Source: an optimization exercise on an open RTL-to-GDS flow (aim: small area, a short achievable clock period and few clock cycles). Production flows keep margins and buffers that such runs may drop. RTL that was checked went through simulation tests only; none was proved equivalent to the original. Power and IR drop assume default switching activity.

==> 12-25 <==
==> flow/design.v (excerpt) <==
module md5(
    input clk,
    input reset_n,
    input done,
    input [63:0] pwd,
    output [127:0] hash_pwd,
    output en
);
clock: 16.0 ns
lec_check: 0
abc_area: 1
cap_margin: 40
core_margin: 2
core_utilization: 40
place_density: 0.6
slew_margin: 30
tns_end_percent: 20
standard.sh (not shown) runs the stock make flow with config.mk's settings and CLKGATE_MAP_FILE= SYNTH_SCRIPT=/design/flow/synth_recipe.tcl, a recipe that flattens the netlist after the stock synthesis.
==> flow/flow/run.sh <==
#!/bin/bash
# Own flow: the standard layout (standard.sh: unchanged synthesis, SDC and
# clock period). Two settings differ from the standard ones:
#  - OpenROAD's timing repair is asked to leave a larger setup margin (in
#    flow/margin.txt) than the standard settings allow, so that it works on the
#    paths that set the achieved period;
#  - every input and output port still gets its own buffer, but a plain
#    sky130_fd_sc_hd__buf_1 instead of the delay buffer buffer_ports picks.
# All tool output goes to standard.log in this folder.
set -o pipefail
MARGIN=$(cat flow/margin.txt)
bash standard.sh SETUP_SLACK_MARGIN=$MARGIN "BUFFER_PORTS_ARGS=-buffer_cell sky130_fd_sc_hd__buf_1" finish > standard.log 2>&1
==> flow/flow/margin.txt <==
11
==> 09-17 (differences from 12-25) <==
--- a/flow/design.v
+++ b/flow/design.v
@@ -10,11 +10,11 @@
 reg [6:0] cnt;
 reg en_r;
 wire job = reset_n & done;
 wire [6:0] cnt_s = (cnt == 7'd68) ? cnt : cnt + 7'd1;
 wire [6:0] cnt_n = job ? cnt_s : 7'd0;
-reg ld, hold, zb;
+reg ld, hold, run;
 reg [4:0] rf_n;    
 reg [3:0] rj;      
 reg [3:0] rt;      
 always @(*) begin
     rf_n = 5'd0;
@@ -25,13 +25,13 @@
     if (cnt_s >= 7'd49 && cnt_s <= 7'd64) rf_n = 5'd8;
 end
 always @(posedge clk) begin
     ld <= !job;
     hold <= (cnt_s == 7'd68);
-    zb <= (cnt_s >= 7'd65) && (cnt_s <= 7'd67);
+    run <= (cnt_s >= 7'd1) && (cnt_s <= 7'd64);
     rj <= 4'd0; rt <= 4'd0;
-    if (job) case (cnt_s)
+    case (cnt_s)
         7'd1: begin rj <= 4'd1; rt <= 4'd8; end
         7'd2: begin rj <= 4'd2; rt <= 4'd8; end
         7'd3: begin rj <= 4'd4; rt <= 4'd8; end
         7'd4: begin rj <= 4'd8; rt <= 4'd4; end
         7'd5: begin rj <= 4'd1; rt <= 4'd8; end
@@ -168,28 +168,28 @@
 wire [31:0] r = ({32{rj[0]}} & {wt[27:0], wt[31:28]})
               | ({32{rj[1]}} & {wt[22:0], wt[31:23]})
               | ({32{rj[2]}} & {wt[17:0], wt[31:18]})
               | ({32{rj[3]}} & {wt[11:0], wt[31:12]});
 wire [31:0] b_next;
-wire [31:0] b_in = ld ? 32'hefcdab89 : zb ? 32'd0 : b;
-md5_addb u_addb (.x(b_in), .y(r), .s(b_next));
+md5_addb u_addb (.x({32{run}} & b), .y(r), .s(b_next));
 always @(posedge clk) begin
     cnt <= cnt_n;
     en_r <= job && (cnt == 7'd67 || cnt == 7'd68);
 end
 always @(posedge clk) begin
     if (ld) begin
         p <= pwd[63:32];
+        b <= 32'hefcdab89;
         c <= c_d;
         d <= d_d;
     end else if (!hold) begin
         p <= p_next;
+        b <= b_next;
         c <= c_d;
         d <= d_d;
     end
 end
-always @(posedge clk) b <= b_next;
 function [31:0] bswap(input [31:0] v);
     bswap = {v[7:0], v[15:8], v[23:16], v[31:24]};
 endfunction
 assign en = en_r;
 assign hash_pwd = {bswap({d[6:0], d[31:7]}), bswap(p),
Settings changed: TNS_END_PERCENT 20 to default.
==> 07-18 (differences from 12-25) <==
==> flow/flow/margin.txt (replaced) <==
11.5
==> 12-14 (differences from 12-25) <==
==> flow/flow/margin.txt (replaced) <==
12
Settings changed: TNS_END_PERCENT 20 to default.
==> comparison table <==
metric                                                   07-18        12-14       09-17        12-25
Clk. pwr                                            0.000837 W   0.000854 W  0.000808 W   0.000836 W
Status                        no timing/DRC/antenna violations  no timing/DRC/antenna violations  no timing/DRC/antenna violations  no timing/DRC/antenna violations
Detail-routed net length per standard cell             25.3 um      25.9 um     25.6 um      25.2 um
IR drop worst, VDD                                 0.0000912 V  0.0000759 V  0.000107 V  0.0000915 V
Final WL                                                112 mm       118 mm      107 mm       110 mm
Timing startpoint of the critical path                    d[8]         p[1]        b[0]        b[25]
Detailed-routed wire length on met2                    47.9 mm      50.9 mm     47.1 mm      47.1 mm
Worst setup slack before clock tree synthesis         10.52 ns     10.87 ns    10.13 ns     10.52 ns
Tap Cells                                                  756          756         748          756
Actual slew at the worst max-slew pin                 0.991 ns      1.01 ns    0.887 ns     0.918 ns
Height of the die                                       243 um       243 um      241 um       243 um
Cell-internal power                                  0.00169 W    0.00177 W   0.00216 W    0.00163 W
Vias in the first global route                           23200        23900       22600        22900
Simple-gate share of the synthesized area                34.2%        34.2%       27.3%        34.2%
Number of vias after detailed routing                    25400        26000       24200        25200
GR Util met3                                             5.85%        6.87%       6.33%        6.20%
Area overhead of the layout relative to synthesis        20.2%        28.8%       17.4%        15.0%
Top-area cell type share of the netlist area             15.7%        15.7%       16.0%        15.7%
Tot GR Track Use                                         36.7%        38.7%       36.3%        36.4%
Testbench counts of 09-17, summed over its fixed seeds: cycles 26,872.
Function not checked in 12-25, 07-18 and 12-14: the RTL went through the layout flow alone.

==> separate check: timing with driven ports <==
How much do the figures lean on ideal ports? The routed layouts below were timed once more, with nothing changed but the port constraints.
Step 1: set_driving_cell puts a clkbuf_16 on clk and a buf_2 on each other input, an assumption about the parent block.
Step 2, shift: input delay + t, output delay - t, t = (earliest + latest rising clock arrival at the registers) / 2. This alone moves slack from input paths to output paths.
Three values: no drivers, after step 1, after step 2; two values: the first two.
| run | t (ns) | setup slack, ns | hold slack, ns | latest minus earliest clock arrival (ns) | pins driven straight from the clock port |
|---|---|---|---|---|---|
| 12-25 | 0.627 | 11.202 / 11.201 / 11.202 | 0.543 / 0.543 / 0.543 | 0.041 / 0.041 | 1 |
| 09-17 | 0.613 | 11.183 / 11.183 / 11.183 | 0.529 / 0.529 / 0.529 | 0.041 / 0.041 | 1 |
| 07-18 | 0.626 | 11.355 / 11.293 / 11.426 | 0.546 / 0.546 / 0.546 | 0.042 / 0.042 | 1 |
| 12-14 | 0.619 | 11.336 / 11.336 / 11.336 | 0.550 / 0.550 / 0.550 | 0.031 / 0.031 | 1 |
After both steps every run listed still meets setup and hold.
